This is an optimization exercise on Yosys and OpenROAD, whose aim is small area, a short achievable clock period and few clock cycles per item, not a production implementation.
Only simulation tests tie the RTL to the original design; equivalence was not proved.

## design/flow/design.v

```verilog
module fm_3d_norm (
  i_s,
  i_e,
  i_f,
  o_b
);
    input         i_s;           
    input  [4:0]  i_e;           
    input  [16:0] i_f;           
    output [21:0] o_b;           
    wire        w_carry;        
    wire [3:0]  w_penc;         
    wire        w_c_zero;       
    wire        w_ce_zero;      
    wire [15:0] w_lshifted;     
    wire [4:0]  w_lshift_val;   
    wire [15:0] w_c_fraction;
    wire [15:0] w_c_frac;
    wire [4:0]  w_c_exp;        
    wire        w_c_sign;       
    wire [5:0]  w_incdec_out;   
    assign w_carry  = i_f[16];
    assign w_c_zero = (i_f == 17'h0);
    assign w_penc = f_prenc(i_f[15:0]);
    assign w_incdec_out = f_incdec(i_e, w_penc, w_carry);
    assign  w_lshift_val = w_penc;
    assign w_lshifted = i_f[15:0] << w_lshift_val;
    assign w_c_frac = (w_carry) ? i_f[16:1] : w_lshifted;
    assign w_c_exp = (w_c_zero|w_incdec_out[5]) ? 5'h0 : w_incdec_out[4:0];
    assign w_ce_zero = (w_c_exp == 5'h0);
    assign w_c_sign = i_s & !w_ce_zero;
    assign w_c_fraction = (w_ce_zero) ? 16'h0 : w_c_frac;
    assign o_b = {w_c_sign, w_c_exp, w_c_fraction};
function [3:0] f_prenc;
  input [15:0] mat;
  begin
    if (mat[15] == 1'b1) begin
      f_prenc = 4'h0;
    end else if (mat[14] == 1'b1) begin
      f_prenc = 4'h1;
    end else if (mat[13] == 1'b1) begin
      f_prenc = 4'h2;
    end else if (mat[12] == 1'b1) begin
      f_prenc = 4'h3;
    end else if (mat[11] == 1'b1) begin
      f_prenc = 4'h4;
    end else if (mat[10] == 1'b1) begin
      f_prenc = 4'h5;
    end else if (mat[9] == 1'b1) begin
      f_prenc = 4'h6;
    end else if (mat[8] == 1'b1) begin
      f_prenc = 4'h7;
    end else if (mat[7] == 1'b1) begin
      f_prenc = 4'h8;
    end else if (mat[6] == 1'b1) begin
      f_prenc = 4'h9;
    end else if (mat[5] == 1'b1) begin
      f_prenc = 4'ha;
    end else if (mat[4] == 1'b1) begin
      f_prenc = 4'hb;
    end else if (mat[3] == 1'b1) begin
      f_prenc = 4'hc;
    end else if (mat[2] == 1'b1) begin
      f_prenc = 4'hd;
    end else if (mat[1] == 1'b1) begin
      f_prenc = 4'he;
    end else begin
      f_prenc = 4'hf;
    end
  end
endfunction
function [5:0] f_incdec;
  input [4:0] a;
  input [3:0] b;
  input       inc;
  reg   [5:0] r_inc;
  reg   [5:0] r_dec;
  reg         r_1f_flag;
  begin
    r_1f_flag = (a == 5'h1f);
    r_inc = a + !r_1f_flag;
    r_dec = a - b;
    f_incdec = (inc) ? r_inc : r_dec;
  end
endfunction
endmodule
module fm_3d_fadd_c (
  i_a,
  i_b,
  i_adsb,
  o_c
);
    input  [21:0] i_a;
    input  [21:0] i_b;
    input         i_adsb;    
    output [21:0] o_c;
    wire         w_a_sign = i_a[21];
    wire [4:0]   w_a_exp  = i_a[20:16];
    wire [15:0]  w_a_fraction = i_a[15:0];
    wire         w_b_sign = i_b[21];
    wire [4:0]   w_b_exp  = i_b[20:16];
    wire [15:0]  w_b_fraction = i_b[15:0];
    wire        w_mag_frac = (w_a_fraction <= w_b_fraction);
    wire        w_mag_exp = (w_a_exp <= w_b_exp);
    wire [4:0]  w_exp_l = (w_mag_exp) ? w_b_exp : w_a_exp;
    wire [4:0]  w_amb = w_a_exp - w_b_exp;
    wire [4:0]  w_bma = w_b_exp - w_a_exp;
    wire [4:0]  w_ex0 = (w_mag_exp) ? w_bma : w_amb;
    wire        w_mag = (w_ex0 == 5'b0) ? w_mag_frac : w_mag_exp;
    wire [15:0] w_f0 = (!w_mag) ? w_a_fraction : w_b_fraction;
    wire        w_sign = (w_mag == 1'b0) ? w_a_sign : (i_adsb ^ w_b_sign);
    wire        w_sub = ((w_a_sign ^ w_b_sign) & !i_adsb) |
                        (!(w_a_sign ^ w_b_sign) & i_adsb);
    wire [15:0] w_f1_sa = w_a_fraction >> w_ex0;
    wire [15:0] w_f1_sb = w_b_fraction >> w_ex0;
    wire [15:0] w_f1t = (w_mag) ? w_f1_sa : w_f1_sb;
    wire [16:0] w_mats = (!w_sub) ? (w_f0 + w_f1t) : (w_f0 - w_f1t);
    fm_3d_norm norm (
        .i_s(w_sign),
        .i_e(w_exp_l),
        .i_f(w_mats),
        .o_b(o_c)
    );
endmodule
module fm_3d_fsub3 (
  clk_core,
  i_en,
  i_a,
  i_b,
  o_n,
  o_one,
  o_two,
  o_c
);
    input         clk_core;
    input         i_en;
    input  [20:0] i_a;
    input  [20:0] i_b;
    output [21:0] o_n;       
    output        o_one;     
    output        o_two;     
    output [21:0] o_c;       
    wire [4:0]   w_a_exp  = i_a[20:16];
    wire [15:0]  w_a_fraction = i_a[15:0];
    wire [4:0]   w_b_exp  = i_b[20:16];
    wire [15:0]  w_b_fraction = i_b[15:0];
    wire        w_mag_frac = (w_a_fraction <= w_b_fraction);
    wire        w_mag_exp = (w_a_exp <= w_b_exp);
    wire [4:0]  w_exp_l = (w_mag_exp) ? w_b_exp : w_a_exp;
    wire [4:0]  w_amb = w_a_exp - w_b_exp;
    wire [4:0]  w_bma = w_b_exp - w_a_exp;
    wire [4:0]  w_ex0 = (w_mag_exp) ? w_bma : w_amb;
    wire        w_mag = (w_ex0 == 5'b0) ? w_mag_frac : w_mag_exp;
    reg         r_sign1;
    reg  [4:0]  r_exp1;
    reg  [4:0]  r_ex0;
    reg  [15:0] r_f0;
    reg  [15:0] r_f1;
    reg         r_sign2;
    reg  [4:0]  r_exp2;
    reg  [16:0] r_mats;
    reg  [21:0] r_c;
    always @(posedge clk_core) begin
        if (i_en) begin
            r_sign1 <= w_mag;
            r_exp1 <= w_exp_l;
            r_ex0 <= w_ex0;
            r_f0 <= w_mag ? w_b_fraction : w_a_fraction;
            r_f1 <= w_mag ? w_a_fraction : w_b_fraction;
        end
    end
    wire [15:0] w_f1t = r_f1 >> r_ex0;
    always @(posedge clk_core) begin
        if (i_en) begin
            r_sign2 <= r_sign1;
            r_exp2 <= r_exp1;
            r_mats <= {1'b0, r_f0} - {1'b0, w_f1t};
        end
    end
    fm_3d_norm norm (
        .i_s(r_sign2),
        .i_e(r_exp2),
        .i_f(r_mats),
        .o_b(o_n)
    );
    always @(posedge clk_core) begin
        if (i_en) r_c <= o_n;
    end
    wire        w_carry = r_mats[16];
    wire [3:0]  w_pe = f_prenc(r_mats[15:0]);
    wire [15:0] w_m1 = r_mats[15:0] - 16'h1;
    wire        w_pow2 = ((r_mats[15:0] & w_m1) == 16'h0);
    assign o_one = (r_mats == 17'h0) | (!w_carry & (r_exp2 <= {1'b0, w_pe}));
    assign o_two = w_carry ? ((r_mats[15:1] == 15'h0) & (r_exp2 == 5'd14)) :
                             ((r_mats[15:0] != 16'h0) & w_pow2 &
                              (r_exp2 == {1'b0, w_pe} + 5'd15));
function [3:0] f_prenc;
  input [15:0] mat;
  integer i;
  begin
    f_prenc = 4'hf;
    for (i = 1; i < 16; i = i + 1)
      if (mat[i]) f_prenc = 4'd15 - i[3:0];
  end
endfunction
    assign o_c = r_c;
endmodule
module fm_3d_fsub1_c (
  i_a,
  o_c
);
    input  [20:0] i_a;
    output [20:0] o_c;
    wire [4:0]  w_e = i_a[20:16];
    wire [15:0] w_f = i_a[15:0];
    wire [15:0] w_d15 = {1'b0, w_f[14:0]};
    wire [3:0]  w_pe = f_prenc(w_d15);
    wire [4:0]  w_e15 = 5'd15 - {1'b0, w_pe};
    wire [15:0] w_f15 = w_d15 << w_pe;
    wire        w_z15 = (w_d15 == 16'h0) | (w_e15 == 5'd0);
    wire [4:0]  w_k = w_e - 5'd15;
    wire [15:0] w_sh = 16'h8000 >> w_k;
    wire [15:0] w_dh = w_f - w_sh;
    wire [20:0] w_rh = w_dh[15] ? {w_e, w_dh} : {w_e - 5'd1, w_dh[14:0], 1'b0};
    assign o_c = (w_e < 5'd15) ? 21'h0 :
                 (w_e == 5'd15) ? (w_z15 ? 21'h0 : {w_e15, w_f15}) :
                                  w_rh;
function [3:0] f_prenc;
  input [15:0] mat;
  integer i;
  begin
    f_prenc = 4'hf;
    for (i = 1; i < 16; i = i + 1)
      if (mat[i]) f_prenc = 4'd15 - i[3:0];
  end
endfunction
endmodule
module fm_3d_fadd05_c (
  i_a,
  o_c
);
    input  [20:0] i_a;
    output [20:0] o_c;
    wire [4:0]  w_e = i_a[20:16];
    wire [15:0] w_f = i_a[15:0];
    wire [4:0]  w_s = 5'd14 - w_e;
    wire [15:0] w_fl = 16'h8000 | (w_f >> w_s);
    wire [4:0]  w_k = w_e - 5'd14;
    wire [16:0] w_sum = {1'b0, w_f} + {1'b0, 16'h8000 >> w_k};
    wire [4:0]  w_ei = w_e + {4'd0, (w_e != 5'h1f)};
    wire [20:0] w_rh = w_sum[16] ? {w_ei, w_sum[16:1]} : {w_e, w_sum[15:0]};
    assign o_c = (w_e == 5'd0) ? {5'd14, 16'h8000} :
                 (w_e < 5'd14) ? {5'd14, w_fl} : w_rh;
endmodule
module fm_3d_fmul (
  clk_core,
  i_en,
  i_a,
  i_b,
  o_c
);
    input         clk_core;
    input         i_en;
    input  [21:0] i_a;
    input  [21:0] i_b;
    output [21:0] o_c;
    reg           r_sign_1z;
    reg    [23:0] r_h;
    reg    [15:0] r_l;
    reg    [4:0]  r_ce_tmp_1z;
    wire [4:0]  w_a_exp = i_a[20:16];
    wire [15:0] w_a_fraction = i_a[15:0];
    wire [4:0]  w_b_exp = i_b[20:16];
    wire [15:0] w_b_fraction = i_b[15:0];
    wire [5:0]  w_exp_add = w_a_exp + w_b_exp;
    wire [5:0]  w_adder_out = w_exp_add -  4'hf;
    wire [4:0]  w_ce_tmp = (w_exp_add < 5'hf) ? 5'h00 :
                           (w_adder_out[5])   ? 5'h1f :
                                                w_adder_out[4:0];
    wire [23:0] w_h = w_a_fraction * w_b_fraction[15:8];
    wire [23:0] w_l = w_a_fraction * w_b_fraction[7:0];
    always @(posedge clk_core) begin
        if (i_en) begin
            r_sign_1z <= i_a[21] ^ i_b[21];
            r_h <= w_h;
            r_l <= w_l[23:8];
            r_ce_tmp_1z <= w_ce_tmp;
        end
    end
    wire [24:0] w_x = {1'b0, r_h} + {9'h0, r_l} + 25'd64;
    wire [16:0] w_cf_tmp2 = w_x[23:7];
    wire        w_carry = w_cf_tmp2[16];
    wire [4:0]  w_ce = (w_cf_tmp2 == 17'h0) ? 5'h0 :
                       (w_carry & (r_ce_tmp_1z != 5'h1f)) ? r_ce_tmp_1z + 5'h1 :
                                                           r_ce_tmp_1z;
    wire [15:0] w_cf = w_carry ? w_cf_tmp2[16:1] : w_cf_tmp2[15:0];
    assign o_c = (w_ce == 5'h0) ? 22'h0 : {r_sign_1z, w_ce, w_cf};
endmodule
module fm_3d_frcp_rom (
  i_a,
  o_c
);
    input  [6:0]  i_a;
    output [31:0] o_c;
    wire   [4095:0] w_tab = {
        32'h40400080, 32'h40810081, 32'h40c20082, 32'h41040083, 32'h41460084, 32'h41890085, 32'h41cc0086, 32'h42100087,
        32'h42540088, 32'h429a008a, 32'h42df008b, 32'h4325008c, 32'h436c008d, 32'h43b3008e, 32'h43fb008f, 32'h44440091,
        32'h448d0092, 32'h44d70093, 32'h45210094, 32'h456c0095, 32'h45b80097, 32'h46040098, 32'h46510099, 32'h469e009b,
        32'h46ed009c, 32'h473c009d, 32'h478b009f, 32'h47dc00a0, 32'h482d00a2, 32'h487e00a3, 32'h48d100a4, 32'h492400a6,
        32'h497800a7, 32'h49cd00a9, 32'h4a2200aa, 32'h4a7900ac, 32'h4ad000ae, 32'h4b2700af, 32'h4b8000b1, 32'h4bda00b2,
        32'h4c3400b4, 32'h4c8f00b6, 32'h4ceb00b8, 32'h4d4800b9, 32'h4da600bb, 32'h4e0400bd, 32'h4e6400bf, 32'h4ec400c0,
        32'h4f2600c2, 32'h4f8800c4, 32'h4fec00c6, 32'h505000c8, 32'h50b500ca, 32'h511b00cc, 32'h518300ce, 32'h51eb00d0,
        32'h525400d2, 32'h52bf00d4, 32'h532a00d7, 32'h539700d9, 32'h540500db, 32'h547400dd, 32'h54e400e0, 32'h555500e2,
        32'h55c700e4, 32'h563b00e7, 32'h56b000e9, 32'h572600ec, 32'h579d00ee, 32'h581600f1, 32'h588f00f3, 32'h590b00f6,
        32'h598700f9, 32'h5a0500fb, 32'h5a8400fe, 32'h5b050101, 32'h5b870104, 32'h5c0b0107, 32'h5c90010a, 32'h5d17010d,
        32'h5d9f0110, 32'h5e290113, 32'h5eb40116, 32'h5f410119, 32'h5fd0011d, 32'h60600120, 32'h60f20123, 32'h61860127,
        32'h621b012a, 32'h62b2012e, 32'h634c0132, 32'h63e70136, 32'h64830139, 32'h6522013d, 32'h65c30141, 32'h66660145,
        32'h670b0149, 32'h67b2014d, 32'h685b0152, 32'h69060156, 32'h69b4015a, 32'h6a63015f, 32'h6b150164, 32'h6bca0168,
        32'h6c80016d, 32'h6d3a0172, 32'h6df50177, 32'h6eb3017c, 32'h6f740181, 32'h70380186, 32'h70fe018c, 32'h71c70191,
        32'h72920197, 32'h7361019d, 32'h743201a2, 32'h750701a8, 32'h75de01af, 32'h76b901b5, 32'h779701bb, 32'h787801c2,
        32'h795c01c8, 32'h7a4401cf, 32'h7b3001d6, 32'h7c1f01dd, 32'h7d1101e5, 32'h7e0701ec, 32'h7f0101f4, 32'h800001fc
    };
    assign o_c = w_tab[{i_a, 5'd0} +: 32];
endmodule
module fm_3d_frcp (
  clk_core,
  i_en,
  i_a,
  o_c,
  o_zero
);
    input         clk_core;
    input         i_en;
    input  [21:0] i_a;
    output [21:0] o_c;
    output        o_zero;
    reg    [21:0] r_c;
    reg           r_zo;
    reg           r_a_sign;
    reg    [4:0]  r_ce_tmp;
    reg           r_zero_flag;
    reg    [15:0] r_base;
    reg    [7:0]  r_corr;
    wire   [4:0]  w_a_exp = i_a[20:16];
    wire   [15:0] w_a_fraction = i_a[15:0];
    wire   [31:0] w_rom_out;
    wire   [15:0] w_rom_base = w_rom_out[31:16];    
    wire   [8:0]  w_rom_diff = w_rom_out[8:0];      
    wire   [16:0] w_rom_correct = w_rom_diff * w_a_fraction[7:0];
    always @(posedge clk_core) begin
        if (i_en) begin
            r_a_sign <= i_a[21];
            r_ce_tmp <= 5'h1e - w_a_exp;
            r_zero_flag <= (w_a_exp == 5'h0);
            r_base <= w_rom_base;
            r_corr <= w_rom_correct[16:9];
        end
    end
    wire   [15:0] w_cf_tmp = r_base - {8'h0, r_corr};
    wire          w_sh = !w_cf_tmp[15];
    wire   [5:0]  w_ce = {1'b0, r_ce_tmp} - {5'h0, w_sh};
    wire          w_cz = w_ce[5] | (w_ce[4:0] == 5'h0);
    wire   [15:0] w_cf = w_sh ? {w_cf_tmp[14:0], 1'b0} : w_cf_tmp;
    wire   [21:0] w_c = w_cz ? 22'h0 : {r_a_sign, w_ce[4:0], w_cf};
    always @(posedge clk_core) begin
        if (i_en) begin
            r_c <= (r_zero_flag) ? 22'h0 : w_c;
            r_zo <= r_zero_flag;
        end
    end
    fm_3d_frcp_rom frcp_rom (
        .i_a(w_a_fraction[14:8]),
        .o_c(w_rom_out)
    );
    assign o_c = r_c;
    assign o_zero = r_zo;
endmodule
module fm_3d_ru_outline_setup (
    clk_core,
    rst_x,
    i_aa_en,
    i_valid,
    o_ack,
    i_vtx0_x,
    i_vtx0_y,
    i_vtx1_x,
    i_vtx1_y,
    i_vtx2_x,
    i_vtx2_y,
    o_valid,
    o_is_first,
    o_is_second,
    o_aa_mode,
    o_idle,
    o_start_x_e0,
    o_start_x_05_e0,
    o_start_y_e0,
    o_end_y_e0,
    o_delta_e0,
    o_delta_t_e0,
    o_delta_a_e0,
    o_start_x_e1,
    o_start_x_05_e1,
    o_start_y_e1,
    o_end_y_e1,
    o_delta_e1,
    o_delta_t_e1,
    o_delta_a_e1,
    o_start_x_e2,
    o_start_x_05_e2,
    o_start_y_e2,
    o_end_y_e2,
    o_delta_e2,
    o_delta_t_e2,
    o_delta_a_e2,
    i_ack
);
    input         clk_core;
    input         rst_x;
    input         i_aa_en;
    input         i_valid;
    output        o_ack;
    input  [20:0] i_vtx0_x;
    input  [20:0] i_vtx0_y;
    input  [20:0] i_vtx1_x;
    input  [20:0] i_vtx1_y;
    input  [20:0] i_vtx2_x;
    input  [20:0] i_vtx2_y;
    output        o_is_first;
    output        o_is_second;
    output        o_valid;
    output        o_aa_mode;
    output        o_idle;
    output [20:0] o_start_x_e0;
    output [20:0] o_start_x_05_e0;
    output [20:0] o_start_y_e0;
    output [20:0] o_end_y_e0;
    output [21:0] o_delta_e0;
    output [21:0] o_delta_t_e0;
    output [21:0] o_delta_a_e0;
    output [20:0] o_start_x_e1;
    output [20:0] o_start_x_05_e1;
    output [20:0] o_start_y_e1;
    output [20:0] o_end_y_e1;
    output [21:0] o_delta_e1;
    output [21:0] o_delta_t_e1;
    output [21:0] o_delta_a_e1;
    output [20:0] o_start_x_e2;
    output [20:0] o_start_x_05_e2;
    output [20:0] o_start_y_e2;
    output [20:0] o_end_y_e2;
    output [21:0] o_delta_e2;
    output [21:0] o_delta_t_e2;
    output [21:0] o_delta_a_e2;
    input         i_ack;
    localparam [21:0] W_10 = 22'h0f8000;
    localparam [21:0] W_05 = 22'h0e8000;
    reg    [2:0]  r_ph;         
    reg           r_stall;
    reg           r_fv;         
    reg           r_v1, r_rec1, r_aa1, r_oaa1;
    reg           r_rec2, r_aa2, r_oaa2;
    reg    [1:0]  r_pend;       
    reg           r_aa_mode;
    reg    [2:0]  r_cnt;        
    reg           r_idle;
    reg           r_nph1_dy, r_nph2_dy, r_nph0_dx, r_nph2_dx, r_nph2_cu;
    wire          w_adv = !r_stall;
    wire          w_ph0 = r_ph[0];
    wire          w_ph1 = r_ph[1];
    wire          w_ph2 = r_ph[2];
    reg    [20:0] r1_v0x, r1_v1x, r1_v2x, r1_v0y, r1_v1y, r1_v2y;
    reg           r1_isf, r1_iss;
    reg    [20:0] r2_v1x, r2_v2x, r2_v0y, r2_v1y, r2_v2y;
    reg           r2_isf, r2_iss;
    reg    [21:0] r_rcb, r_rcc, r_rcd;
    reg           r_zb, r_zc, r_zd;
    reg    [21:0] r_dla, r_dlb;
    reg    [20:0] o_sx2, o_sy2, o_sx1, o_sy1;
    reg    [20:0] o_ey0, o_ey1, o_x052, o_x051;
    reg    [21:0] o_dl0, o_dl1, o_dl2;
    reg    [21:0] o_rc0, o_rc1, o_rc2;
    reg           o_z0, o_z1, o_z2;
    reg           o_isf, o_iss;
    wire   [20:0] w_dy_a = !r_nph1_dy ? i_vtx1_y : i_vtx0_y;
    wire   [20:0] w_dy_b = !r_nph2_dy ? i_vtx1_y : i_vtx2_y;
    wire   [21:0] w_dy;
    wire   [21:0] w_dy_n;
    wire          w_dy_one, w_dy_two;
    fm_3d_fsub3 u_dy (
        .clk_core(clk_core),
        .i_en(w_adv),
        .i_a(w_dy_a),
        .i_b(w_dy_b),
        .o_n(w_dy_n),
        .o_one(w_dy_one),
        .o_two(w_dy_two),
        .o_c(w_dy)
    );
    wire          w_isf = (i_vtx2_y != i_vtx1_y);
    wire          w_iss = (i_vtx1_y != i_vtx0_y);
    wire          w_one_line = w_dy_one;
    wire          w_two_line = w_dy_two;
    wire          w_cancel = w_one_line | (w_two_line & w_isf & !i_aa_en);
    wire          w_only_aa = w_two_line & w_isf & i_aa_en;
    reg           r_ack;        
    reg           r_ov;         
    assign o_ack = r_ack;
    wire          w_accept = o_ack & i_valid;
    wire   [21:0] w_rc;
    wire          w_rz;
    fm_3d_frcp u_rcp (
        .clk_core(clk_core),
        .i_en(w_adv),
        .i_a(w_dy),
        .o_c(w_rc),
        .o_zero(w_rz)
    );
    wire   [20:0] w_dx_a = !r_nph2_dx ? i_vtx0_x : !r_nph0_dx ? r1_v1x : r1_v0x;
    wire   [20:0] w_dx_b = !r_nph2_dx ? i_vtx2_x : !r_nph0_dx ? r1_v2x : r1_v1x;
    wire   [21:0] w_dx;
    wire   [21:0] w_dx_n;
    fm_3d_fsub3 u_dx (
        .clk_core(clk_core),
        .i_en(w_adv),
        .i_a(w_dx_a),
        .i_b(w_dx_b),
        .o_n(w_dx_n),
        .o_one(),
        .o_two(),
        .o_c(w_dx)
    );
    wire   [21:0] w_dl;
    fm_3d_fmul u_mul (
        .clk_core(clk_core),
        .i_en(w_adv),
        .i_a(w_dx),
        .i_b(w_rc),
        .o_c(w_dl)
    );
    wire   [20:0] w_ey, w_x05;
    reg    [20:0] r_ey0, r_x052;
    fm_3d_fsub1_c  u_ey  (.i_a(!r_nph2_cu ? r2_v1y : r2_v0y), .o_c(w_ey));
    fm_3d_fadd05_c u_x05 (.i_a(!r_nph2_cu ? r2_v1x : r2_v2x), .o_c(w_x05));
    wire          w_f1 = w_adv & w_ph2;     
    wire          w_wr = w_f1 & r_rec2;     
    always @(posedge clk_core) begin
        if (w_f1) begin
            r1_v0x <= i_vtx0_x;
            r1_v1x <= i_vtx1_x;
            r1_v2x <= i_vtx2_x;
            r1_v0y <= i_vtx0_y;
            r1_v1y <= i_vtx1_y;
            r1_v2y <= i_vtx2_y;
            r1_isf <= w_isf;
            r1_iss <= w_iss;
            r2_v1x <= r1_v1x;
            r2_v2x <= r1_v2x;
            r2_v0y <= r1_v0y;
            r2_v1y <= r1_v1y;
            r2_v2y <= r1_v2y;
            r2_isf <= r1_isf;
            r2_iss <= r1_iss;
        end
        if (w_adv & w_ph1) begin
            r_ey0 <= w_ey;
            r_x052 <= w_x05;
        end
        if (w_adv) begin
            r_rcb <= w_rc;
            r_rcc <= r_rcb;
            r_rcd <= r_rcc;
            r_zb <= w_rz;
            r_zc <= r_zb;
            r_zd <= r_zc;
            r_dla <= w_dl;
            r_dlb <= r_dla;
        end
        if (w_wr) begin
            o_sx2 <= r2_v2x;
            o_sy2 <= r2_v2y;
            o_sx1 <= r2_v1x;
            o_sy1 <= r2_v1y;
            o_ey0 <= r_ey0;
            o_ey1 <= w_ey;
            o_x052 <= r_x052;
            o_x051 <= w_x05;
            o_dl0 <= r_dlb;
            o_dl1 <= r_dla;
            o_dl2 <= w_dl;
            o_rc0 <= r_rcd;
            o_rc1 <= r_rcc;
            o_rc2 <= r_rcb;
            o_z0 <= r_zd;
            o_z1 <= r_zc;
            o_z2 <= r_zb;
            o_isf <= r2_isf;
            o_iss <= r2_iss;
        end
    end
    wire   [2:0]  w_ph_n = w_adv ? {r_ph[1:0], r_ph[2]} : r_ph;
    wire          w_rec2_n = w_f1 ? r_rec1 : r_rec2;
    wire          w_take = o_valid & i_ack;
    wire   [1:0]  w_pend_n = w_wr ? (r_oaa2 ? 2'd1 : r_aa2 ? 2'd2 : 2'd1) :
                             w_take ? r_pend - 2'd1 : r_pend;
    wire          w_stall_n = w_ph_n[2] & w_rec2_n & (w_pend_n != 2'd0);
    wire          w_fv_n = (w_adv & w_ph0) ? i_valid : r_fv;
    wire          w_last = w_take & (r_pend == 2'd1);
    wire   [2:0]  w_cnt_n = r_cnt + {2'b0, (w_accept & !w_cancel)} - {2'b0, w_last};
    always @(posedge clk_core or negedge rst_x) begin
        if (~rst_x) begin
            r_ph <= 3'b001;
            r_nph1_dy <= 1'b1;
            r_nph2_dy <= 1'b1;
            r_nph0_dx <= 1'b0;
            r_nph2_dx <= 1'b1;
            r_nph2_cu <= 1'b1;
            r_stall <= 1'b0;
            r_ack <= 1'b0;
            r_ov <= 1'b0;
            r_fv <= 1'b0;
            r_v1 <= 1'b0;
            r_rec1 <= 1'b0;
            r_aa1 <= 1'b0;
            r_oaa1 <= 1'b0;
            r_rec2 <= 1'b0;
            r_aa2 <= 1'b0;
            r_oaa2 <= 1'b0;
            r_pend <= 2'd0;
            r_aa_mode <= 1'b0;
            r_cnt <= 3'd0;
            r_idle <= 1'b1;
        end else begin
            r_ph <= w_ph_n;
            r_nph1_dy <= !w_ph_n[1];
            r_nph2_dy <= !w_ph_n[2];
            r_nph0_dx <= !w_ph_n[0];
            r_nph2_dx <= w_ph_n[0] | w_ph_n[1];
            r_nph2_cu <= w_ph_n[0] ^ w_ph_n[1];
            r_stall <= w_stall_n;
            r_ack <= w_ph_n[2] & w_fv_n & !w_stall_n;
            r_ov <= (w_pend_n != 2'd0);
            r_fv <= w_fv_n;
            if (w_f1) begin
                r_v1 <= r_fv;
                r_rec1 <= r_fv & !w_cancel;
                r_aa1 <= i_aa_en;
                r_oaa1 <= w_only_aa;
                r_rec2 <= r_rec1;
                r_aa2 <= r_aa1;
                r_oaa2 <= r_oaa1;
            end
            r_pend <= w_pend_n;
            if (w_wr) r_aa_mode <= r_oaa2;
            else if (w_take) r_aa_mode <= 1'b1;
            r_cnt <= w_cnt_n;
            r_idle <= !((i_valid & !w_accept) | (w_cnt_n != 3'd0));
        end
    end
    assign o_valid = r_ov;
    assign o_aa_mode = r_aa_mode;
    assign o_idle = r_idle;
    assign o_is_first = o_isf;
    assign o_is_second = o_iss;
    assign o_start_x_e0 = o_sx2;
    assign o_start_x_05_e0 = o_x052;
    assign o_start_y_e0 = o_sy2;
    assign o_end_y_e0 = o_ey0;
    assign o_delta_e0 = o_dl0;
    assign o_delta_t_e0 = o_rc0;
    assign o_delta_a_e0 = o_z0 ? 22'h0 : W_05;
    assign o_start_x_e1 = o_sx2;
    assign o_start_x_05_e1 = o_x052;
    assign o_start_y_e1 = o_sy2;
    assign o_end_y_e1 = o_ey1;
    assign o_delta_e1 = o_dl1;
    assign o_delta_t_e1 = o_rc1;
    assign o_delta_a_e1 = o_z1 ? 22'h0 : W_05;
    assign o_start_x_e2 = o_sx1;
    assign o_start_x_05_e2 = o_x051;
    assign o_start_y_e2 = o_sy1;
    assign o_end_y_e2 = o_ey0;
    assign o_delta_e2 = o_dl2;
    assign o_delta_t_e2 = o_rc2;
    assign o_delta_a_e2 = o_z2 ? 22'h0 : W_05;
endmodule
```

## design/flow/flow/run.sh

```bash
#!/bin/bash
# The standard layout (standard.sh: the standard flow's own synthesis and ORFS steps),
# with plain buf_1 cells as the port buffers instead of the delay buffers
# buffer_ports picks by default. Every port still gets its own buffer.
set -euo pipefail
export BUFFER_PORTS_ARGS="-buffer_cell sky130_fd_sc_hd__buf_1"
bash standard.sh > standard.log 2>&1
```

## design/flow/standard.sh

```bash
#!/bin/bash
# synth_recipe.tcl (not shown) runs the flow's synth.tcl, then flattens the netlist and writes it again
# the make line also repeats each setting of config.mk as NAME=value (left out here)
make -C /OpenROAD-flow-scripts/flow DESIGN_CONFIG=/design/flow/config.mk WORK_HOME=/design/flow/orfs CLKGATE_MAP_FILE= SYNTH_SCRIPT=/design/flow/synth_recipe.tcl "${@:-finish}"
```

## design/flow/config.mk

```make
export PLATFORM = sky130hd
export DESIGN_NAME = fm_3d_ru_outline_setup
export DESIGN_NICKNAME = fm_3d_ru_outline_setup
export VERILOG_FILES = /design/flow/design.v
export SDC_FILE = /design/flow/constraint.sdc
export NUM_CORES = 4
export LEC_CHECK = 0
export ABC_AREA = 1
export CAP_MARGIN = 20
export CORE_MARGIN = 2
export CORE_UTILIZATION = 40
export CTS_BUF_LIST = sky130_fd_sc_hd__clkbuf_4 sky130_fd_sc_hd__clkbuf_8
export PLACE_DENSITY = 0.6
export SETUP_SLACK_MARGIN = 5
export SLEW_MARGIN = 20
export TNS_END_PERCENT = 10
```

## design/flow/constraint.sdc

```tcl
create_clock -name core_clock -period 10.0 [get_ports {clk_core}]
set_input_delay 2.0000 -clock core_clock [delete_from_list [all_inputs] [get_ports {clk_core}]]
set_output_delay 2.0000 -clock core_clock [all_outputs]
set_load 0.01 [all_outputs]
```

==> impl_metrics.prom, run 1 <==
# TYPE chip_impl_metric gauge
chip_impl_metric{name="ctsHtreeMaxLevel",unit=""} 4
chip_impl_metric{name="fp.dieW",unit="µm"} 394.6
chip_impl_metric{name="grtUsageTotal",unit=""} 0.2089
chip_impl_metric{name="grt_util_met3",unit=""} 0.03522
chip_impl_metric{name="overflow",unit=""} 0
chip_impl_metric{name="max_freq",unit="GHz"} 0.1787
chip_impl_info{name="status",value="timing/DRC/antenna clean"} 1
chip_impl_info{name="hp-class",value="reg2reg"} 1
chip_impl_metric{name="ys_seq_area_frac",unit=""} 0.4877
chip_impl_metric{name="postSynth.asyncResetShare",unit=""} 0.02513
chip_impl_metric{name="cts-buffers-inserted",unit=""} 168
chip_impl_metric{name="timing.final.max_slew_violations",unit=""} 0
chip_impl_metric{name="route.detailed.drc",unit=""} 0
chip_impl_info{name="setup.worst_path.class",value="reg2reg"} 1
chip_impl_metric{name="clock_path_buffers",unit=""} 3
chip_impl_metric{name="drtIter0Drc",unit=""} 3682
chip_impl_metric{name="synth_edf_count",unit=""} 970
chip_impl_metric{name="min_period_over_period",unit=""} 0.5597
chip_impl_metric{name="met1_usage_grt",unit=""} 0.2812
chip_impl_metric{name="placedInstanceArea",unit="µm²"} 64070
chip_impl_metric{name="dr_total_vias",unit=""} 45984
chip_impl_metric{name="port-buffer-count",unit=""} 532
chip_impl_metric{name="maximum_number_of_pins_on_one_net_before_global_route_repair",unit=""} 175
chip_impl_info{name="worstSetupEndpointType",value="register"} 1
chip_impl_metric{name="timing.slew.headroom",unit=""} 0.2339
chip_impl_info{name="startpoint_type",value="register"} 1
chip_impl_metric{name="count_of_unique_library_cells_instantiated_by_yosys",unit=""} 77
chip_impl_metric{name="synth.yosys.warnings",unit=""} 6
chip_impl_info{name="tritoncts",value="built"} 1
chip_impl_metric{name="syn-instance-count",unit=""} 6346
chip_impl_metric{name="multi_input_comb_area",unit="µm²"} 26730
chip_impl_metric{name="antenna_found_initial",unit=""} 7
chip_impl_metric{name="groute.layer.met2.usage",unit=""} 0.3451
chip_impl_metric{name="synthToLayoutAreaGrowth",unit="%"} 13.81
chip_impl_metric{name="vias_in_the_first_global_route",unit=""} 44250
chip_impl_metric{name="cts.reportedPaths.clkPinSlew",unit="ps"} 60
chip_impl_metric{name="grt_pass1_wl",unit="µm"} 255100
chip_impl_metric{name="max_cap_viol_count",unit=""} 0
chip_impl_metric{name="arrival",unit="ps"} 6230
chip_impl_metric{name="tightest_slew",unit="ps"} 1139
chip_impl_metric{name="viasPerCell",unit=""} 5.088
chip_impl_metric{name="wl_per_cell",unit="µm"} 18.56
chip_impl_info{name="clk_root_buffer_cell",value="sky130_fd_sc_hd__clkbuf_8"} 1
chip_impl_metric{name="post_synth_instance_area",unit="µm²"} 61020
chip_impl_metric{name="starting_density_of_the_core",unit=""} 0.4022
chip_impl_metric{name="drive_above_1_share",unit=""} 0.09923
chip_impl_metric{name="seq_area",unit="µm²"} 29760
chip_impl_metric{name="clock_sinks",unit=""} 995
chip_impl_info{name="busiest_layer",value="met2"} 1
chip_impl_metric{name="period_needed",unit="ps"} 5597
chip_impl_metric{name="io_pins",unit=""} 587
chip_impl_metric{name="die_height",unit="µm"} 394.6
chip_impl_metric{name="detailedPlacementHpwl",unit="µm"} 124400
chip_impl_metric{name="postRouteWirelength",unit="µm"} 167700
chip_impl_info{name="ys.flop_type",value="sky130_fd_sc_hd__edfxtp_1"} 1
chip_impl_metric{name="layout.cell_area.non_filler",unit="µm²"} 69450
chip_impl_metric{name="post_cts_hold_buffer_count",unit=""} 0
chip_impl_metric{name="num-nets-final",unit=""} 7593
chip_impl_metric{name="postLayoutCoreUtil",unit=""} 0.4577
chip_impl_metric{name="clock_skew",unit="ps"} 60.04
chip_impl_metric{name="cp_data_required_time",unit="ps"} 10630
chip_impl_metric{name="ys_seq_elements",unit=""} 995
chip_impl_metric{name="globalplace.congestion",unit=""} 0.9185
chip_impl_metric{name="insertion_delay",unit="ps"} 900
chip_impl_metric{name="row_count",unit=""} 143
chip_impl_metric{name="crit_path_max_fanout",unit=""} 5
chip_impl_metric{name="first_pass_iters",unit=""} 6
chip_impl_metric{name="setup_viol_count_final",unit=""} 0
chip_impl_info{name="grt_setup_unrepaired",value="true"} 1
chip_impl_metric{name="ant_nets_after_route",unit=""} 0
chip_impl_metric{name="hold_viol_final",unit=""} 0
chip_impl_metric{name="fillCellCount",unit=""} 14547
chip_impl_metric{name="synth.avg_cell_area",unit="µm²"} 9.616
chip_impl_metric{name="floorplan.core_area",unit="µm²"} 151700
chip_impl_metric{name="die_area",unit="µm²"} 155700
metrics by stage:
stage / instances / hold WS, ps / TNS (ps) / setup WS [ps]
2_1_floorplan: 6399 / 400.3 / -12910 / -434.3
3_3_place_gp: 8627 / 400.1 / 0 / 3515
3_5_place_dp: 8627 / 404.5 / 0 / 3366
4_1_cts: 8950 / 384.9 / 0 / 4494
5_1_grt: 9036 / 395.0 / 0 / 4206
6_report: 9037 / 391.8 / 0 / 4403
flip-flops by register name, indices dropped and copies added, names as in the netlist, 22 cells and up:
name	cells
o_rc2	22
r_dlb	22
o_rc1	22
r_rcc	22
r_rcd	22
r_dla	22
u_rcp.r_c	22
o_dl0	22
o_dl2	22
o_dl1	22
u_dx.r_c	22
r_rcb	22
u_mul.r_h	24
o_rc0	22
worst max-delay path: stages (launching register included):
cell                         delay, ps
sky130_fd_sc_hd__edfxtp_1          410
sky130_fd_sc_hd__buf_12            160
sky130_fd_sc_hd__clkinvlp_4        110
sky130_fd_sc_hd__ha_4              180
sky130_fd_sc_hd__clkinvlp_4        140
sky130_fd_sc_hd__nor2_4            200
sky130_fd_sc_hd__ha_4              170
sky130_fd_sc_hd__nor2_2             50
sky130_fd_sc_hd__nor2_1            170
sky130_fd_sc_hd__buf_4             140
sky130_fd_sc_hd__buf_4              90
sky130_fd_sc_hd__nand2_1            70
sky130_fd_sc_hd__nand2_4           140
sky130_fd_sc_hd__nand2_1            70
sky130_fd_sc_hd__fa_1              480
sky130_fd_sc_hd__fa_1              560
sky130_fd_sc_hd__inv_1              60
sky130_fd_sc_hd__fa_1              480
sky130_fd_sc_hd__fa_2              590
sky130_fd_sc_hd__ha_4              220
sky130_fd_sc_hd__buf_4             140
sky130_fd_sc_hd__nand2_1            90
sky130_fd_sc_hd__o21ai_0           110
sky130_fd_sc_hd__a211oi_1          260
sky130_fd_sc_hd__nand2_1           100
sky130_fd_sc_hd__xor2_1            140
per-layer routing:
metal  vias up  routed length (µm)
li1      22092                   -
met3       258               10380
met1     22085               73710
met4         6                3922
met2      1543               79660
met5         -                  34
worst paths after layout:
path,startpoint,endpoint,slack [ps],cells past startpoint
worst min register to register,r_zd,o_z0,390,0
worst min-delay path,r_zd,o_z0,390,0
worst max-delay path,u_dy.r_c[9],u_rcp.r_corr[6],4400,25
max in group asynchronous,rst_x,r_nph0_dx,8350,1
min in group asynchronous,rst_x,r_nph0_dx,1150,1
worst max register to register,u_dy.r_c[9],u_rcp.r_corr[6],4400,25
Yosys cell counts (all sizes together), types with 19 or more instances:
cell	count	area, µm²
nor4	29	187.7
o21bai	20	150.1
xor2	117	1032
edfxtp	970	29130
nor2	328	1256
inv	910	3418
fa	225	4504
o211ai	38	285.3
xnor2	69	604.3
o21ai	458	2322
buf	205	1419
a21oi	306	1535
nand2	1426	5383
nand4	40	250.2
clkbuf	168	630.6
or2	64	402.9
a31oi	33	206.5
nand3	337	1697
nor3	58	295.3
dfrtp	19	475.5
ha	344	4304
cell type report:
class | instances | area share
clock buffers | 213 | 0.03870
well taps | 2030 | 0.03657
repair inverters | 1 | 0.00007207
repair buffers | 695 | 0.05135
multi-input cells | 4116 | 0.3849
clock inverters | 68 | 0.009044
diodes | 3 | 0.0001081
flip-flops and latches | 995 | 0.4286
inverters | 916 | 0.05070
timing repair:
action | CTS | global route
gates resized for setup | 174 | 104
gates cloned | 3 | 3
endpoints found under the setup margin | 192 | 231
buffers inserted | 39 | 80
pin swaps | 30 | 27
cell usage in the layout (no fill, tap or decap), types with 40 or more instances in the layout:
| master | Yosys | final |
|---|---|---|
| sky130_fd_sc_hd__xor2_1 | 116 | 114 |
| sky130_fd_sc_hd__o21ai_0 | 432 | 408 |
| sky130_fd_sc_hd__buf_4 | 153 | 132 |
| sky130_fd_sc_hd__edfxtp_1 | 970 | 970 |
| sky130_fd_sc_hd__nor3_1 | 57 | 53 |
| sky130_fd_sc_hd__nor2_1 | 322 | 292 |
| sky130_fd_sc_hd__nand4_1 | 40 | 40 |
| sky130_fd_sc_hd__clkbuf_8 | 0 | 175 |
| sky130_fd_sc_hd__conb_1 | 1 | 54 |
| sky130_fd_sc_hd__ha_1 | 344 | 318 |
| sky130_fd_sc_hd__xnor2_1 | 69 | 69 |
| sky130_fd_sc_hd__or2_2 | 55 | 54 |
| sky130_fd_sc_hd__a21oi_1 | 305 | 289 |
| sky130_fd_sc_hd__inv_1 | 894 | 865 |
| sky130_fd_sc_hd__buf_1 | 17 | 531 |
| sky130_fd_sc_hd__fa_1 | 225 | 220 |
| sky130_fd_sc_hd__nand2_1 | 1418 | 1393 |
| sky130_fd_sc_hd__nand3_1 | 335 | 329 |
kinds of logic (layout without fill, tap and decap cells):
group,Yosys count,after routing,share of synthesized area
other,1,57,0.00006145
and+or+nand+nor,2303,2304,0.1576
xor gates and xnor gates,186,186,0.02682
buffers and inverters,1289,1893,0.08997
AOI/OAI and AO/OA,990,990,0.09132
DFF,995,995,0.4877
muxes,13,13,0.002132
adders and majority gates,569,569,0.1443
Testbench counts, summed over its fixed seeds: cycles 14,475, triangles 4,800.
==> run 2: changes to the inputs <==
--- a/design/flow/config.mk
+++ b/design/flow/config.mk
@@ -10,7 +10,6 @@
 export CORE_MARGIN = 2
 export CORE_UTILIZATION = 40
 export CTS_BUF_LIST = sky130_fd_sc_hd__clkbuf_4 sky130_fd_sc_hd__clkbuf_8
-export PLACE_DENSITY = 0.6
+export PLACE_DENSITY = 0.5
 export SETUP_SLACK_MARGIN = 5
 export SLEW_MARGIN = 20
-export TNS_END_PERCENT = 10
==> run 2 against run 1 <==
Count of clock-buffer cells in the layout grew 14. Largest cell class unchanged. Routed wire length grew 5.8%. Clock skew decreased by 9.7 ps. Final cell count increased by 1.5%. Still clean on timing, DRC and antenna. Non-clock buffer count increased by 91. Global-route usage is 1.2 points higher. First-iteration DRC count fell by 3.3%. Hold slack worse by 2.6 ps. Area after synthesis stayed put.
==> impl_metrics.prom, run 2 <==
# TYPE chip_impl_metric gauge
chip_impl_metric{name="hold_viol_final",unit=""} 0
chip_impl_metric{name="maximum_number_of_pins_on_one_net_before_global_route_repair",unit=""} 169
chip_impl_metric{name="ys_seq_elements",unit=""} 995
chip_impl_metric{name="cp_data_required_time",unit="ps"} 10670
chip_impl_info{name="timing.critical_path.from",value="u_dy.r_c[8]"} 1
chip_impl_metric{name="cts-buffers-inserted",unit=""} 173
chip_impl_metric{name="clock_path_buffers",unit=""} 3
chip_impl_metric{name="floorplan.core_area",unit="µm²"} 151700
chip_impl_metric{name="first_pass_iters",unit=""} 6
chip_impl_metric{name="largest_register_ffs",unit=""} 24
chip_impl_info{name="grt_setup_unrepaired",value="true"} 1
chip_impl_metric{name="viasPerCell",unit=""} 5.040
chip_impl_info{name="worstSetupEndpointType",value="register"} 1
chip_impl_metric{name="synth_top_area_share",unit=""} 0.4773
chip_impl_info{name="setup.worst_path.class",value="reg2reg"} 1
chip_impl_metric{name="antenna_found_initial",unit=""} 23
chip_impl_metric{name="overflow",unit=""} 0
chip_impl_metric{name="row_count",unit=""} 143
chip_impl_info{name="timing.rr.start",value="u_dy.r_c[8]"} 1
chip_impl_metric{name="timing.final.max_slew_violations",unit=""} 0
chip_impl_metric{name="cts.reportedPaths.clkPinSlew",unit="ps"} 60
chip_impl_metric{name="wl_per_cell",unit="µm"} 19.33
chip_impl_metric{name="syn-instance-count",unit=""} 6346
chip_impl_metric{name="starting_density_of_the_core",unit=""} 0.4022
chip_impl_metric{name="grtUsageTotal",unit=""} 0.2207
chip_impl_info{name="synth_area_leader_cell",value="sky130_fd_sc_hd__edfxtp_1"} 1
chip_impl_info{name="status",value="timing/DRC/antenna clean"} 1
chip_impl_metric{name="die_height",unit="µm"} 394.6
chip_impl_info{name="final_cell_mix",value="sky130_fd_sc_hd__nand2_1 (1,366), sky130_fd_sc_hd__edfxtp_1 (970), sky130_fd_sc_hd__inv_1 (860)"} 1
chip_impl_metric{name="num-nets-final",unit=""} 7693
chip_impl_metric{name="synth.yosys.warnings",unit=""} 6
chip_impl_metric{name="port-buffer-count",unit=""} 532
chip_impl_metric{name="period_needed",unit="ps"} 5531
chip_impl_metric{name="insertion_delay",unit="ps"} 930
chip_impl_info{name="min-delay-start",value="r_dlb[17]"} 1
chip_impl_metric{name="min_period_over_period",unit=""} 0.5531
chip_impl_metric{name="clock_sinks",unit=""} 995
chip_impl_metric{name="ys_seq_area_frac",unit=""} 0.4877
chip_impl_metric{name="drtIter0Drc",unit=""} 3560
chip_impl_info{name="crit_family",value="adder cells"} 1
chip_impl_metric{name="drive_above_1_share",unit=""} 0.1264
chip_impl_metric{name="ant_nets_after_route",unit=""} 0
chip_impl_info{name="critPathSlowestCell",value="sky130_fd_sc_hd__fa_1"} 1
chip_impl_metric{name="cp_num_buf_inv",unit=""} 4
chip_impl_metric{name="timing.slew.headroom",unit=""} 0.2809
chip_impl_metric{name="timing.setup.tns",unit="ps"} 0
chip_impl_info{name="largest_register",value="u_mul.r_h"} 1
chip_impl_metric{name="place.detailed.instances",unit=""} 8632
chip_impl_metric{name="clock_skew",unit="ps"} 50.35
chip_impl_metric{name="max_freq",unit="GHz"} 0.1808
chip_impl_info{name="clk_root_buffer_cell",value="sky130_fd_sc_hd__clkbuf_8"} 1
chip_impl_metric{name="postSynth.asyncResetShare",unit=""} 0.02513
chip_impl_metric{name="ctsHtreeMaxLevel",unit=""} 4
chip_impl_info{name="hp-class",value="reg2reg"} 1
chip_impl_metric{name="post_synth_instance_area",unit="µm²"} 61020
chip_impl_info{name="ys.flop_type",value="sky130_fd_sc_hd__edfxtp_1"} 1
chip_impl_info{name="yosys-top-cells-area",value="sky130_fd_sc_hd__edfxtp_1 (48%), sky130_fd_sc_hd__nand2_1 (8.7%), sky130_fd_sc_hd__fa_1 (7.4%)"} 1
chip_impl_metric{name="max_cap_viol_count",unit=""} 0
chip_impl_metric{name="grt_pass1_wl",unit="µm"} 265900
chip_impl_metric{name="fillCellCount",unit=""} 14583
chip_impl_metric{name="synth.avg_cell_area",unit="µm²"} 9.616
chip_impl_metric{name="synthToLayoutAreaGrowth",unit="%"} 16.77
chip_impl_metric{name="tightest_slew",unit="ps"} 1069
chip_impl_info{name="ys_top_cells_by_count",value="sky130_fd_sc_hd__nand2_1 (1,418), sky130_fd_sc_hd__edfxtp_1 (970), sky130_fd_sc_hd__inv_1 (894)"} 1
chip_impl_metric{name="io_pins",unit=""} 587
chip_impl_metric{name="synth_edf_count",unit=""} 970
chip_impl_metric{name="dr_total_vias",unit=""} 46241
chip_impl_info{name="tritoncts",value="built"} 1
chip_impl_metric{name="count_of_unique_library_cells_instantiated_by_yosys",unit=""} 77
chip_impl_metric{name="postLayoutCoreUtil",unit=""} 0.4696
chip_impl_metric{name="postRouteWirelength",unit="µm"} 177400
chip_impl_metric{name="detailedPlacementHpwl",unit="µm"} 129100
chip_impl_info{name="final_common_cell",value="sky130_fd_sc_hd__nand2_1"} 1
chip_impl_metric{name="timing.critical_path.slowest_cell_delay",unit="ps"} 520
chip_impl_metric{name="setup_viol_count_final",unit=""} 0
chip_impl_metric{name="layoutNonFillerInstCount",unit=""} 9174
chip_impl_info{name="startpoint_type",value="register"} 1
chip_impl_metric{name="route.detailed.drc",unit=""} 0
chip_impl_metric{name="vias_in_the_first_global_route",unit=""} 44412
chip_impl_metric{name="crit_path_max_fanout",unit=""} 8
chip_impl_metric{name="globalplace.congestion",unit=""} 0.9429
chip_impl_metric{name="arrival",unit="ps"} 6200
chip_impl_metric{name="fp.dieW",unit="µm"} 394.6
chip_impl_metric{name="die_area",unit="µm²"} 155700
chip_impl_info{name="yosysMostFrequentCell",value="sky130_fd_sc_hd__nand2_1"} 1
## run 2: cell types whose count changed in the layout (fill, tap and decap cells not counted), moves of 12 or more
cell	before	now
sky130_fd_sc_hd__buf_6	8	21
sky130_fd_sc_hd__nand2_1	1393	1366
sky130_fd_sc_hd__ha_4	16	29
sky130_fd_sc_hd__buf_4	132	207
sky130_fd_sc_hd__nand2_2	25	45
sky130_fd_sc_hd__clkbuf_4	39	51
## run 2: cell type report
class | instances | area, µm² | share of cell area
clock inverter | 85 | 870.8 | 0.01222
timing repair buffer | 786 | 4329 | 0.06076
inverter | 916 | 3563 | 0.05001
antenna | 14 | 35.03 | 0.0004917
timing repair inverter | 3 | 18.77 | 0.0002634
tap | 2030 | 2540 | 0.03565
sequential | 995 | 29770 | 0.4178
clock buffer | 227 | 2805 | 0.03937
multi-input combinational | 4118 | 27320 | 0.3834
## run 2: kinds of logic (layout without fill, tap and decap cells)
kind of cell / Yosys count / after routing / share of synthesized area
mux: 13 / 13 / 0.002132
fa+ha+maj: 569 / 569 / 0.1443
compound gates: 990 / 990 / 0.09132
simple gates: 2303 / 2306 / 0.1576
other cells: 1 / 68 / 0.00006145
flops: 995 / 995 / 0.4877
xor+xnor: 186 / 186 / 0.02682
buf+inv: 1289 / 2017 / 0.08997
## run 2: repair_timing
action | 4_1_cts | 5_1_grt
pin swaps | 47 | 77
hold buffers | 0 | 0
resized for setup | 216 | 207
hold endpoints to repair | 0 | 0
buffers inserted | 109 | 97
setup endpoints to repair | 139 | 201
cloned | 4 | 6
## run 2: through the flow
step	setup WS (ps)	area (µm²)	hold slack, ps
finish	4469	71250	389.2
CTS	4546	69540	386.1
floorplan	-433.1	61250	400.3
global placement	3147	64120	400.7
global route	4297	71240	396.4
detailed placement	3241	64120	404.5
## run 2: final timing paths
check,slack [ps],cells after the start,endpoint
setup / recovery,4470,25,u_rcp.r_corr[7]
hold / removal,390,0,o_dl0[17]
setup reg to reg,4470,25,u_rcp.r_corr[7]
hold reg to reg,390,0,o_dl0[17]
max in group asynchronous,8470,1,r_nph0_dx
min in group asynchronous,1100,1,r_nph0_dx
## run 2: routing by layer
metal	global-route usage	vias to the layer above	part of all wire
met5	0	-	0.00019
met4	0.07095	6	0.027
met3	0.04633	298	0.065
met2	0.3458	1499	0.46
met1	0.3053	22098	0.45
li1	-	22340	-
## run 2: worst register-to-register path: stages (launching register included)
cell                         delay, ps
sky130_fd_sc_hd__edfxtp_1          470
sky130_fd_sc_hd__clkinvlp_4        170
sky130_fd_sc_hd__buf_6             140
sky130_fd_sc_hd__ha_4              380
sky130_fd_sc_hd__nand2_8           140
sky130_fd_sc_hd__nand2_8           120
sky130_fd_sc_hd__o22ai_2            70
sky130_fd_sc_hd__nand2_1            80
sky130_fd_sc_hd__o21ai_2            60
sky130_fd_sc_hd__o221ai_2          220
sky130_fd_sc_hd__nand2_2           150
sky130_fd_sc_hd__inv_4             120
sky130_fd_sc_hd__nand2_2            60
sky130_fd_sc_hd__fa_1              520
sky130_fd_sc_hd__fa_2              440
sky130_fd_sc_hd__fa_1              520
sky130_fd_sc_hd__inv_1              50
sky130_fd_sc_hd__fa_1              490
sky130_fd_sc_hd__ha_4              330
sky130_fd_sc_hd__nand2_2            50
sky130_fd_sc_hd__nor2_2            100
sky130_fd_sc_hd__nand4_1           120
sky130_fd_sc_hd__o21ai_2           220
sky130_fd_sc_hd__nand4_1           110
sky130_fd_sc_hd__nand2_1           100
sky130_fd_sc_hd__xor2_1             60
==> run 3: changes to the inputs <==
--- a/design/flow/config.mk
+++ b/design/flow/config.mk
@@ -10,6 +10,6 @@
 export CORE_MARGIN = 2
 export CORE_UTILIZATION = 40
 export CTS_BUF_LIST = sky130_fd_sc_hd__clkbuf_4 sky130_fd_sc_hd__clkbuf_8
-export PLACE_DENSITY = 0.5
+export PLACE_DENSITY = 0.75
 export SETUP_SLACK_MARGIN = 5
 export SLEW_MARGIN = 20
==> run 3 against run 2 <==
Critical path type unchanged. Sequential share of layout area rose by 0.23 points. Fmax rose by 0.75%. Final cell count barely moved. Count of clock-buffer cells in the layout fell by 20. Register-to-register slack improved by 40 ps. Area after synthesis did not move. Highest routed layer unchanged. Largest cell class unchanged. Non-clock buffer count rose by 15. Routed wire length fell by 2.5%.
==> impl_metrics.prom, run 3 <==
# TYPE chip_impl_metric gauge
chip_impl_info{name="status",value="timing/DRC/antenna clean"} 1
chip_impl_metric{name="drtIter0Drc",unit=""} 4680
chip_impl_metric{name="grtUsageTotal",unit=""} 0.2142
chip_impl_metric{name="ys_seq_area_frac",unit=""} 0.4877
chip_impl_metric{name="max_freq",unit="GHz"} 0.1822
chip_impl_metric{name="post_synth_instance_area",unit="µm²"} 61020
chip_impl_metric{name="cts.reportedPaths.clkPinSlew",unit="ps"} 60
chip_impl_info{name="tritoncts",value="built"} 1
chip_impl_metric{name="postLayoutCoreUtil",unit=""} 0.4670
chip_impl_metric{name="placement.setup.worst_slack",unit="ps"} 3265
chip_impl_metric{name="drive_above_1_share",unit=""} 0.1205
chip_impl_metric{name="dr_total_vias",unit=""} 48282
chip_impl_metric{name="timing.critical_path.slowest_cell_delay",unit="ps"} 490
chip_impl_metric{name="ctsHtreeMaxLevel",unit=""} 4
chip_impl_metric{name="globalplace.congestion",unit=""} 1.021
chip_impl_info{name="yosysMostFrequentCell",value="sky130_fd_sc_hd__nand2_1"} 1
chip_impl_metric{name="synthSimpleGateAreaFrac",unit=""} 0.1576
chip_impl_info{name="critPathSlowestCell",value="sky130_fd_sc_hd__edfxtp_1"} 1
chip_impl_metric{name="count_of_unique_library_cells_instantiated_by_yosys",unit=""} 77
chip_impl_metric{name="min_period_over_period",unit=""} 0.5489
chip_impl_metric{name="postSynth.asyncResetShare",unit=""} 0.02513
chip_impl_info{name="synth_area_leader_cell",value="sky130_fd_sc_hd__edfxtp_1"} 1
chip_impl_metric{name="ys_seq_elements",unit=""} 995
chip_impl_info{name="largest_register",value="u_mul.r_h"} 1
chip_impl_metric{name="die_area",unit="µm²"} 155700
chip_impl_metric{name="floorplan.core_area",unit="µm²"} 151700
chip_impl_metric{name="viasPerCell",unit=""} 5.266
chip_impl_metric{name="cts-buffers-inserted",unit=""} 165
chip_impl_metric{name="syn-instance-count",unit=""} 6346
chip_impl_metric{name="clock_skew",unit="ps"} 104.9
chip_impl_metric{name="timing.slew.headroom",unit=""} 0.1742
chip_impl_metric{name="fillCellCount",unit=""} 13926
chip_impl_metric{name="synth_edf_count",unit=""} 970
chip_impl_metric{name="ant_nets_after_route",unit=""} 0
chip_impl_metric{name="maximum_number_of_pins_on_one_net_before_global_route_repair",unit=""} 178
chip_impl_info{name="final_common_cell",value="sky130_fd_sc_hd__nand2_1"} 1
chip_impl_metric{name="max_cap_viol_count",unit=""} 0
chip_impl_metric{name="grt_pass1_wl",unit="µm"} 261700
chip_impl_metric{name="detailedPlacementHpwl",unit="µm"} 124900
chip_impl_info{name="worstSetupEndpointType",value="register"} 1
chip_impl_metric{name="hold_viol_final",unit=""} 0
chip_impl_metric{name="synthAdderAreaFrac",unit=""} 0.1443
chip_impl_metric{name="synth_area_in_xor_xnor",unit=""} 0.02682
chip_impl_metric{name="synth.avg_cell_area",unit="µm²"} 9.616
chip_impl_metric{name="post_cts_hold_buffer_count",unit=""} 0
chip_impl_info{name="setup.worst_path.class",value="reg2reg"} 1
chip_impl_info{name="final_cell_mix",value="sky130_fd_sc_hd__nand2_1 (1,371), sky130_fd_sc_hd__edfxtp_1 (970), sky130_fd_sc_hd__inv_1 (859)"} 1
chip_impl_info{name="startpoint_type",value="register"} 1
chip_impl_info{name="timing.critical_path.from",value="u_dy.r_c[8]"} 1
chip_impl_metric{name="crit_path_setup_slack_layout",unit="ps"} 4511
chip_impl_metric{name="muxShareOfSynthArea",unit=""} 0.002132
chip_impl_metric{name="route.detailed.drc",unit=""} 0
chip_impl_info{name="min-delay-start",value="r_rcd[10]"} 1
chip_impl_metric{name="clock_path_buffers",unit=""} 3
chip_impl_metric{name="fp.dieW",unit="µm"} 394.6
chip_impl_metric{name="synth_top_area_share",unit=""} 0.4773
chip_impl_metric{name="period_needed",unit="ps"} 5489
chip_impl_info{name="main_combinational_cell_family_by_area_after_synthesis",value="simple AND/OR/NAND/NOR gates"} 1
chip_impl_metric{name="crit_path_max_fanout",unit=""} 5
chip_impl_info{name="clk_root_buffer_cell",value="sky130_fd_sc_hd__clkbuf_8"} 1
chip_impl_metric{name="largest_register_ffs",unit=""} 24
chip_impl_info{name="ys_top_cells_by_count",value="sky130_fd_sc_hd__nand2_1 (1,418), sky130_fd_sc_hd__edfxtp_1 (970), sky130_fd_sc_hd__inv_1 (894)"} 1
chip_impl_metric{name="arrival",unit="ps"} 6210
chip_impl_metric{name="clock_sinks",unit=""} 995
chip_impl_metric{name="vias_in_the_first_global_route",unit=""} 46393
chip_impl_metric{name="wl_per_cell",unit="µm"} 18.86
chip_impl_metric{name="insertion_delay",unit="ps"} 960
chip_impl_metric{name="num-nets-final",unit=""} 7696
chip_impl_metric{name="starting_density_of_the_core",unit=""} 0.4022
chip_impl_info{name="library_cell_appearing_most_often_on_the_critical_path",value="sky130_fd_sc_hd__buf_4"} 1
chip_impl_metric{name="die_height",unit="µm"} 394.6
chip_impl_metric{name="synth.yosys.warnings",unit=""} 6
chip_impl_metric{name="row_count",unit=""} 143
chip_impl_metric{name="io_pins",unit=""} 587
chip_impl_metric{name="synth_compound_area_frac",unit=""} 0.09132
chip_impl_info{name="ys.flop_type",value="sky130_fd_sc_hd__edfxtp_1"} 1
chip_impl_info{name="timing.rr.start",value="u_dy.r_c[8]"} 1
chip_impl_metric{name="postRouteWirelength",unit="µm"} 172900
chip_impl_metric{name="cp_data_required_time",unit="ps"} 10720
chip_impl_metric{name="synthToLayoutAreaGrowth",unit="%"} 16.13
chip_impl_info{name="yosys-top-cells-area",value="sky130_fd_sc_hd__edfxtp_1 (48%), sky130_fd_sc_hd__nand2_1 (8.7%), sky130_fd_sc_hd__fa_1 (7.4%)"} 1
chip_impl_metric{name="tightest_slew",unit="ps"} 1239
chip_impl_metric{name="timing.final.max_slew_violations",unit=""} 0
chip_impl_metric{name="port-buffer-count",unit=""} 532
chip_impl_metric{name="setup_viol_count_final",unit=""} 0
chip_impl_metric{name="antenna_found_initial",unit=""} 19
chip_impl_metric{name="overflow",unit=""} 0
chip_impl_info{name="hp-class",value="reg2reg"} 1
chip_impl_metric{name="first_pass_iters",unit=""} 8
chip_impl_info{name="grt_setup_unrepaired",value="true"} 1
==> run 3: worst max-delay path, delay by kind of cell, from the launching register on <==
family	cells	cell delay [ps]
adder cells (fa/ha/maj)	1	360
flip-flops	1	490
buffers and inverters	31	3920
AND/OR/NAND/NOR	1	100
AO/OA/AOI/OAI	3	450
==> run 3: layer usage <==
layer,vias to the layer above,part of all wire,GRT usage
met5,-,0.00099,0
met4,10,0.041,0.08526
met3,450,0.090,0.04244
met2,2369,0.47,0.3455
met1,23124,0.40,0.2832
li1,22329,-,-
==> run 3: worst paths after layout <==
kind / endpoint / slack [ps] / depth (start not counted)
setup / recovery: u_rcp.r_base[4] / 4510 / 36
hold / removal: o_rc0[10] / 400 / 0
setup reg to reg: u_rcp.r_base[4] / 4510 / 36
hold reg to reg: o_rc0[10] / 400 / 0
max in group asynchronous: r_ph[0] / 8640 / 2
min in group asynchronous: r_ov / 1070 / 2
==> run 3: kinds of logic after synthesis <==
kind of cell | count (synthesis)
XOR/XNOR | 186
buffers and inverters | 1289
multiplexers | 13
adder cells (fa/ha/maj) | 569
AND/OR/NAND/NOR | 2303
AO/OA/AOI/OAI | 990
flip-flops | 995
other | 1
==> run 3: cell type report <==
cell class	instances	area, µm²	area share
Clock buffer	207	2592	0.03658
Multi-Input combinational cell	4116	27080	0.3822
Antenna cell	11	27.53	0.0003884
Sequential cell	995	29770	0.4201
Timing Repair Buffer	801	4320	0.06097
Timing Repair inverter	1	5.005	0.00007063
Clock inverter	92	978.4	0.01381
Tap cell	2030	2540	0.03584
Inverter	916	3547	0.05006
==> run 3: timing repair <==
item | 4_1_cts | 5_1_grt
endpoints found under the setup margin | 151 | 217
pin swaps | 48 | 48
setup buffers | 163 | 69
gates cloned | 6 | 0
gates resized for setup | 225 | 139
==> run 3: per-stage QoR <==
step | hold WS, ps | cell area [µm²] | setup TNS, ps | std cells
after floorplan | 400.3 | 61250 | -12540 | 6399
final | 396.2 | 70860 | 0 | 9169
after global placement | 400.5 | 64020 | 0 | 8620
after detailed placement | 404.5 | 64020 | 0 | 8620
after global routing | 411.8 | 70850 | 0 | 9165
after CTS | 386.7 | 69780 | 0 | 9088

re-timing with driven ports:
The results above use ideal ports. As a check the final layouts listed here were re-extracted and re-timed, cells and wires unchanged.
Step 1, drivers: a clkbuf_16 drives clk_core and a buf_2 each remaining input, both assumed.
Step 2, shift: input delay + t, output delay - t, t = (earliest + latest rising clock arrival at the registers) / 2. This alone moves slack from input paths to output paths.
a / b / c = no drivers / after step 1 / after step 2; a / b = the first two.
run	t (ns)	slack for setup (ns)	worst setup path after step 2	slew at the worst register clock pin (ns)
run 1	0.962	4.403 / 4.403 / 4.196	input to register	0.08 / 0.08
run 2	0.984	4.469 / 4.469 / 4.455	input to register	0.07 / 0.07
run 3	0.995	4.511 / 4.511 / 4.358	input to register	0.08 / 0.08
After both steps setup and hold are still met in every run listed. The setup slack of run 1, which loses most, moves by 0.000 ns with the drivers and by -0.207 ns with both steps.
